From an optimization exercise on the open Yosys and OpenROAD flow, aimed at small area, a short achievable clock period and few clock cycles per item; shortcuts taken in it are not production practice.
RTL that was checked went through simulation tests only; none was proved equivalent to the original.

==> run a <==
// fp_carpma
module fp_carpma(
    input clk_i, rst_i, en_i,
    input [31:0] x1_i, x2_i,
    output [31:0] sonuc_o,
    output done_o
    );
Settings: LEC_CHECK=0, ABC_AREA=1, CAP_MARGIN=20, CORE_MARGIN=2, CORE_UTILIZATION=40, SETUP_SLACK_MARGIN=5, SLEW_MARGIN=20; clock period 10.0 ns.
run.sh (not shown) runs the stock make flow with config.mk's settings and CLKGATE_MAP_FILE= SYNTH_SCRIPT=/design/flow/synth_recipe.tcl, a recipe that flattens the netlist after the stock synthesis.
==> inputs of run b, as changes to run a <==
- SETUP_SLACK_MARGIN: 5 -> 3.5
==> inputs of run c, as changes to run a <==
--- a/flow/design.v
+++ b/flow/design.v
@@ -2,14 +2,13 @@
     input clk_i, rst_i, en_i,
     input [31:0] x1_i, x2_i,
     output [31:0] sonuc_o,
     output done_o
     );
-  wire nz1 = |x1_i;
-  wire nz2 = |x2_i;
-  wire [23:0] ma = {nz1, x1_i[22:0]};
-  wire [23:0] mb = {nz2, x2_i[22:0]};
+  wire zero = ~|x1_i | ~|x2_i;
+  wire [23:0] ma = {1'b1, x1_i[22:0]};
+  wire [23:0] mb = {1'b1, x2_i[22:0]};
   wire [25:0] bx = {2'b00, mb};
   wire [11:0] ng, one, two;
   genvar g;
   generate for (g = 0; g < 12; g = g + 1) begin : bd
     wire b0 = (g == 0) ? 1'b0 : bx[2*g-1];
@@ -631,22 +630,24 @@
   wire [12:0] lo_sum = ts[12-1:0] + tc[12-1:0];
   reg [35:0] s_q, c_q;
   reg cy_q;
   reg [7:0] e_q;
   reg sg_q;
+  reg z_q;
   reg done_q;
   always @(posedge clk_i) begin
     s_q <= ts[47:12];
     c_q <= tc[47:12];
     cy_q <= lo_sum[12];
-    e_q <= (nz1 & nz2) ? (x1_i[30:23] + x2_i[30:23] + 8'd129) : 8'd0;
-    sg_q <= nz1 & nz2 & (x1_i[31] ^ x2_i[31]);
+    e_q <= x1_i[30:23] + x2_i[30:23] + 8'd129;
+    sg_q <= x1_i[31] ^ x2_i[31];
+    z_q <= zero;
     done_q <= en_i & ~rst_i;
   end
   wire [36:0] r1 = {s_q, cy_q} + {c_q, cy_q};
   wire [24:0] r = r1[36:12];
   wire [22:0] man = r[24] ? r[23:1] : r[22:0];
   wire [7:0] e_inc = e_q + 8'd1;
   wire [7:0] e = r[24] ? e_inc : e_q;
-  assign sonuc_o = {sg_q, e, man};
+  assign sonuc_o = {sg_q, e, man} & {32{~z_q}};
   assign done_o = done_q;
 endmodule
==> flow/flow/run.sh (new file) <==
#!/bin/bash
# The standard layout (the standard.sh, unchanged synthesis and steps), except
# that the port buffers use sky130_fd_sc_hd__buf_4 instead of the cell that
# buffer_ports picks by default (a slow delay buffer), and Yosys maps the
# logic without its early ABC pass (SYNTH_ARGS=-noabc), so that the full adders
# are found in the equations as written.
set -uo pipefail
export BUFFER_PORTS_ARGS="-buffer_cell sky130_fd_sc_hd__buf_4"
export SYNTH_ARGS="-noabc"
bash standard.sh > flow.log 2>&1
==> flow/standard.sh (new file) <==
#!/bin/bash
# synth_recipe.tcl (not shown) runs the flow's synth.tcl, then flattens the netlist and writes it again
# the make line also repeats each setting of config.mk as NAME=value (left out here)
make -C /OpenROAD-flow-scripts/flow DESIGN_CONFIG=/design/flow/config.mk WORK_HOME=/design/flow/orfs CLKGATE_MAP_FILE= SYNTH_SCRIPT=/design/flow/synth_recipe.tcl "${@:-finish}"
- SETUP_SLACK_MARGIN: 5 -> 4.5
removed: flow/run.sh
==> comparison table <==
quantity                                                                         run c                             run b                     run a
Xor and xnor area share after synthesis                                          0.150                             0.137                     0.137
Buffers & Inverters on Critical Path                                                 2                                 3                         6
Multi-input gate share of total cell area                                        0.735                             0.686                     0.646
Share of synthesized area occupied by flip-flops and latches                     0.101                            0.0947                    0.0947
Slowest library cell on the worst path                           sky130_fd_sc_hd__fa_1  sky130_fd_sc_hd__clkdlybuf4s50_1     sky130_fd_sc_hd__fa_2
Most common cell after layout, fill and taps aside            sky130_fd_sc_hd__nand2_1            sky130_fd_sc_hd__inv_1  sky130_fd_sc_hd__nand2_1
Number of nets produced by synthesis                                              2443                              2721                      2721
Number of register bits inferred by synthesis                                       84                                83                        83
Run status                                            no timing/DRC/antenna violations  no timing/DRC/antenna violations  no timing/DRC/antenna violations
Area share of and/or/nand/nor cells after synthesis                              0.146                             0.152                     0.152
Wire length of the first global-routing pass                                   88.3 mm                           96.9 mm                    110 mm
Storage element area                                                        1680 sq um                        1660 sq um                1660 sq um
No run of this note included a check of the RTL's function; only the layout flow was run.

---

==> 03-20: inputs <==
fp_carpma, a different RTL version from the one above (not shown whole).
==> flow/config.mk <==
export PLATFORM = sky130hd
export DESIGN_NAME = fp_carpma
export DESIGN_NICKNAME = fp_carpma
export VERILOG_FILES = /design/flow/design.v
export SDC_FILE = /design/flow/constraint.sdc
export NUM_CORES = 4
export LEC_CHECK = 0
export ABC_AREA = 1
export CAP_MARGIN = 20
export CORE_MARGIN = 2
export CORE_UTILIZATION = 40
export SETUP_SLACK_MARGIN = 4.75
export SLEW_MARGIN = 20
==> flow/constraint.sdc <==
create_clock -name core_clock -period 10.0 [get_ports {clk_i}]
set_input_delay 2.0000 -clock core_clock [delete_from_list [all_inputs] [get_ports {clk_i}]]
set_output_delay 2.0000 -clock core_clock [all_outputs]
set_load 0.01 [all_outputs]
standard.sh (not shown) runs the stock make flow with config.mk's settings and CLKGATE_MAP_FILE= SYNTH_SCRIPT=/design/flow/synth_recipe.tcl, a recipe that flattens the netlist after the stock synthesis.
==> flow/flow/run.sh <==
#!/bin/bash
set -uo pipefail
export BUFFER_PORTS_ARGS="-buffer_cell sky130_fd_sc_hd__buf_1"
export SYNTH_ARGS="-noabc"
bash standard.sh > flow.log 2>&1
==> 12-16 (differences from 03-20) <==
--- a/flow/design.v
+++ b/flow/design.v
@@ -15,143 +15,11 @@
   reg z_q;
   wire run = en_i & ~rst_i;
   wire hold = cnt_q[1];
   wire c0 = ~cnt_q[1] & ~cnt_q[0];
   wire c1 = cnt_q[0];
-  wire [27:0] pa = {s_q, cy_q};
-  wire [27:0] pb = {c_q, cy_q};
-  wire [27:0] pg = pa & pb, pp = pa ^ pb;
-  wire ag0_1 = pg[1] | (pp[1] & pg[0]);
-  wire ap0_1 = pp[1] & pp[0];
-  wire ag0_3 = pg[3] | (pp[3] & pg[2]);
-  wire ap0_3 = pp[3] & pp[2];
-  wire ag0_5 = pg[5] | (pp[5] & pg[4]);
-  wire ap0_5 = pp[5] & pp[4];
-  wire ag0_7 = pg[7] | (pp[7] & pg[6]);
-  wire ap0_7 = pp[7] & pp[6];
-  wire ag0_9 = pg[9] | (pp[9] & pg[8]);
-  wire ap0_9 = pp[9] & pp[8];
-  wire ag0_11 = pg[11] | (pp[11] & pg[10]);
-  wire ap0_11 = pp[11] & pp[10];
-  wire ag0_13 = pg[13] | (pp[13] & pg[12]);
-  wire ap0_13 = pp[13] & pp[12];
-  wire ag0_15 = pg[15] | (pp[15] & pg[14]);
-  wire ap0_15 = pp[15] & pp[14];
-  wire ag0_17 = pg[17] | (pp[17] & pg[16]);
-  wire ap0_17 = pp[17] & pp[16];
-  wire ag0_19 = pg[19] | (pp[19] & pg[18]);
-  wire ap0_19 = pp[19] & pp[18];
-  wire ag0_21 = pg[21] | (pp[21] & pg[20]);
-  wire ap0_21 = pp[21] & pp[20];
-  wire ag0_23 = pg[23] | (pp[23] & pg[22]);
-  wire ap0_23 = pp[23] & pp[22];
-  wire ag0_25 = pg[25] | (pp[25] & pg[24]);
-  wire ap0_25 = pp[25] & pp[24];
-  wire ag0_27 = pg[27] | (pp[27] & pg[26]);
-  wire ap0_27 = pp[27] & pp[26];
-  wire ag1_2 = pg[2] | (pp[2] & ag0_1);
-  wire ap1_2 = pp[2] & ap0_1;
-  wire ag1_3 = ag0_3 | (ap0_3 & ag0_1);
-  wire ap1_3 = ap0_3 & ap0_1;
-  wire ag1_6 = pg[6] | (pp[6] & ag0_5);
-  wire ap1_6 = pp[6] & ap0_5;
-  wire ag1_7 = ag0_7 | (ap0_7 & ag0_5);
-  wire ap1_7 = ap0_7 & ap0_5;
-  wire ag1_10 = pg[10] | (pp[10] & ag0_9);
-  wire ap1_10 = pp[10] & ap0_9;
-  wire ag1_11 = ag0_11 | (ap0_11 & ag0_9);
-  wire ap1_11 = ap0_11 & ap0_9;
-  wire ag1_14 = pg[14] | (pp[14] & ag0_13);
-  wire ap1_14 = pp[14] & ap0_13;
-  wire ag1_15 = ag0_15 | (ap0_15 & ag0_13);
-  wire ap1_15 = ap0_15 & ap0_13;
-  wire ag1_18 = pg[18] | (pp[18] & ag0_17);
-  wire ap1_18 = pp[18] & ap0_17;
-  wire ag1_19 = ag0_19 | (ap0_19 & ag0_17);
-  wire ap1_19 = ap0_19 & ap0_17;
-  wire ag1_22 = pg[22] | (pp[22] & ag0_21);
-  wire ap1_22 = pp[22] & ap0_21;
-  wire ag1_23 = ag0_23 | (ap0_23 & ag0_21);
-  wire ap1_23 = ap0_23 & ap0_21;
-  wire ag1_26 = pg[26] | (pp[26] & ag0_25);
-  wire ap1_26 = pp[26] & ap0_25;
-  wire ag1_27 = ag0_27 | (ap0_27 & ag0_25);
-  wire ap1_27 = ap0_27 & ap0_25;
-  wire ag2_4 = pg[4] | (pp[4] & ag1_3);
-  wire ap2_4 = pp[4] & ap1_3;
-  wire ag2_5 = ag0_5 | (ap0_5 & ag1_3);
-  wire ap2_5 = ap0_5 & ap1_3;
-  wire ag2_6 = ag1_6 | (ap1_6 & ag1_3);
-  wire ap2_6 = ap1_6 & ap1_3;
-  wire ag2_7 = ag1_7 | (ap1_7 & ag1_3);
-  wire ap2_7 = ap1_7 & ap1_3;
-  wire ag2_12 = pg[12] | (pp[12] & ag1_11);
-  wire ap2_12 = pp[12] & ap1_11;
-  wire ag2_13 = ag0_13 | (ap0_13 & ag1_11);
-  wire ap2_13 = ap0_13 & ap1_11;
-  wire ag2_14 = ag1_14 | (ap1_14 & ag1_11);
-  wire ap2_14 = ap1_14 & ap1_11;
-  wire ag2_15 = ag1_15 | (ap1_15 & ag1_11);
-  wire ap2_15 = ap1_15 & ap1_11;
-  wire ag2_20 = pg[20] | (pp[20] & ag1_19);
-  wire ap2_20 = pp[20] & ap1_19;
-  wire ag2_21 = ag0_21 | (ap0_21 & ag1_19);
-  wire ap2_21 = ap0_21 & ap1_19;
-  wire ag2_22 = ag1_22 | (ap1_22 & ag1_19);
-  wire ap2_22 = ap1_22 & ap1_19;
-  wire ag2_23 = ag1_23 | (ap1_23 & ag1_19);
-  wire ap2_23 = ap1_23 & ap1_19;
-  wire ag3_8 = pg[8] | (pp[8] & ag2_7);
-  wire ap3_8 = pp[8] & ap2_7;
-  wire ag3_9 = ag0_9 | (ap0_9 & ag2_7);
-  wire ap3_9 = ap0_9 & ap2_7;
-  wire ag3_10 = ag1_10 | (ap1_10 & ag2_7);
-  wire ap3_10 = ap1_10 & ap2_7;
-  wire ag3_11 = ag1_11 | (ap1_11 & ag2_7);
-  wire ap3_11 = ap1_11 & ap2_7;
-  wire ag3_12 = ag2_12 | (ap2_12 & ag2_7);
-  wire ap3_12 = ap2_12 & ap2_7;
-  wire ag3_13 = ag2_13 | (ap2_13 & ag2_7);
-  wire ap3_13 = ap2_13 & ap2_7;
-  wire ag3_14 = ag2_14 | (ap2_14 & ag2_7);
-  wire ap3_14 = ap2_14 & ap2_7;
-  wire ag3_15 = ag2_15 | (ap2_15 & ag2_7);
-  wire ap3_15 = ap2_15 & ap2_7;
-  wire ag3_24 = pg[24] | (pp[24] & ag2_23);
-  wire ap3_24 = pp[24] & ap2_23;
-  wire ag3_25 = ag0_25 | (ap0_25 & ag2_23);
-  wire ap3_25 = ap0_25 & ap2_23;
-  wire ag3_26 = ag1_26 | (ap1_26 & ag2_23);
-  wire ap3_26 = ap1_26 & ap2_23;
-  wire ag3_27 = ag1_27 | (ap1_27 & ag2_23);
-  wire ap3_27 = ap1_27 & ap2_23;
-  wire ag4_16 = pg[16] | (pp[16] & ag3_15);
-  wire ap4_16 = pp[16] & ap3_15;
-  wire ag4_17 = ag0_17 | (ap0_17 & ag3_15);
-  wire ap4_17 = ap0_17 & ap3_15;
-  wire ag4_18 = ag1_18 | (ap1_18 & ag3_15);
-  wire ap4_18 = ap1_18 & ap3_15;
-  wire ag4_19 = ag1_19 | (ap1_19 & ag3_15);
-  wire ap4_19 = ap1_19 & ap3_15;
-  wire ag4_20 = ag2_20 | (ap2_20 & ag3_15);
-  wire ap4_20 = ap2_20 & ap3_15;
-  wire ag4_21 = ag2_21 | (ap2_21 & ag3_15);
-  wire ap4_21 = ap2_21 & ap3_15;
-  wire ag4_22 = ag2_22 | (ap2_22 & ag3_15);
-  wire ap4_22 = ap2_22 & ap3_15;
-  wire ag4_23 = ag2_23 | (ap2_23 & ag3_15);
-  wire ap4_23 = ap2_23 & ap3_15;
-  wire ag4_24 = ag3_24 | (ap3_24 & ag3_15);
-  wire ap4_24 = ap3_24 & ap3_15;
-  wire ag4_25 = ag3_25 | (ap3_25 & ag3_15);
-  wire ap4_25 = ap3_25 & ap3_15;
-  wire ag4_26 = ag3_26 | (ap3_26 & ag3_15);
-  wire ap4_26 = ap3_26 & ap3_15;
-  wire ag4_27 = ag3_27 | (ap3_27 & ag3_15);
-  wire ap4_27 = ap3_27 & ap3_15;
-  wire [27:0] sm = pp ^ {ag4_26, ag4_25, ag4_24, ag4_23, ag4_22, ag4_21, ag4_20, ag4_19, ag4_18, ag4_17, ag4_16, ag3_15, ag3_14, ag3_13, ag3_12, ag3_11, ag3_10, ag3_9, ag3_8, ag2_7, ag2_6, ag2_5, ag2_4, ag1_3, ag1_2, ag0_1, pg[0], 1'b0};
-  wire [27:0] r1 = sm;
+  wire [27:0] r1 = {s_q, cy_q} + {c_q, cy_q};
   wire [24:0] ra = r1[27:3];
   wire [36:0] rin = ({12'd0, ra} & {37{c1}}) | ({ra, 12'd0} & {37{hold}});
   wire [12:0] lx = {mb[11:0], 1'b0};
   wire [12:0] hx = {mb[23:12], 1'b0};
   wire [5:0] ng, one, two;
==> run notes <==
| metric | 03-20 | 12-16 |
|---|---|---|
| Result of the run | no timing/DRC/antenna violations | no timing/DRC/antenna violations |
| Number of cell rows | 59 | 60 |
| Post-Syn Instances | 1,258 | 1,405 |
| Top achievable clock speed | 195 MHz | 195 MHz |
| Setup Slack @ Placement | 4030 ps | 4050 ps |
| Synthesized net count | 1,541 | 1,685 |
| ClkCell Share | 0.0259 | 0.0262 |
| Met2 track utilization from global routing | 0.354 | 0.397 |
| Multi-input logic cell count | 964 | 1,089 |
| Relative slew slack | 0.517 | 0.409 |
| Netlist area before placement | 0.0105 mm² | 0.0111 mm² |
| Time the worst path needs with I/O delays and setup | 5130 ps | 5140 ps |
| Met3 Usage GRT | 0.0624 | 0.0576 |
| Crit. Startpoint | x2_i[17] | x2_i[19] |
| Tapcells inserted | 335 | 372 |
| Sum of met3 wire segment lengths after detailed routing | 3.16 mm | 3.46 mm |
| Proportion of layout cells with a drive suffix above 1 | 0.113 | 0.0950 |
| Adder and majority gate portion of the synthesized area | 0.366 | 0.341 |
| Critical Path Stages | 12 | 15 |
| Core area | 0.0259 mm² | 0.0271 mm² |
Testbench counts of 03-20, summed over its fixed seeds: cycles 7,192, items 2,400.
Only the layout flow was run in 12-16; the RTL was not checked for function there.

-- what the ideal ports hide --
The results above use ideal ports. As a check the final layouts listed here were re-extracted and re-timed, cells and wires unchanged. Step 1 assumes that a clkbuf_16 drives the clock port and a buf_2 every other input. Step 2 moves the port delays by t, midway between the first and last clock arrival at a register: inputs arrive t later, outputs are due t later. That takes back most of the time a late clock gives input paths. Slacks: ideal / step 1 / step 2; pairs: ideal / step 1.
| run | shift t [ns] | setup WS [ns] | worst hold slack (ns) | clock arrival spread, ns | worst slew at a driven data input, ns |
|---|---|---|---|---|---|
| run a | 0.415 | 4.213 / 4.217 / 3.802 | 1.951 / 1.916 / 2.331 | 0.026 / 0.026 | 0.08 |
| run b | 0.397 | 3.610 / 3.620 / 3.223 | 2.163 / 2.138 / 2.535 | 0.007 / 0.008 | 0.05 |
| run c | 0.419 | 4.557 / 4.484 / 4.065 | 1.778 / 1.751 / 2.170 | 0.017 / 0.018 | 0.18 |
| 03-20 | 0.388 | 4.872 / 4.896 / 4.508 | 0.699 / 0.699 / 0.699 | 0.012 / 0.013 | 0.05 |
| 12-16 | 0.389 | 4.859 / 4.879 / 4.490 | 0.806 / 0.806 / 0.806 | 0.009 / 0.008 | 0.04 |
After both steps every run listed still meets setup and hold. The setup slack of run c, which loses most, moves by -0.073 ns with the drivers and by -0.492 ns with both steps.
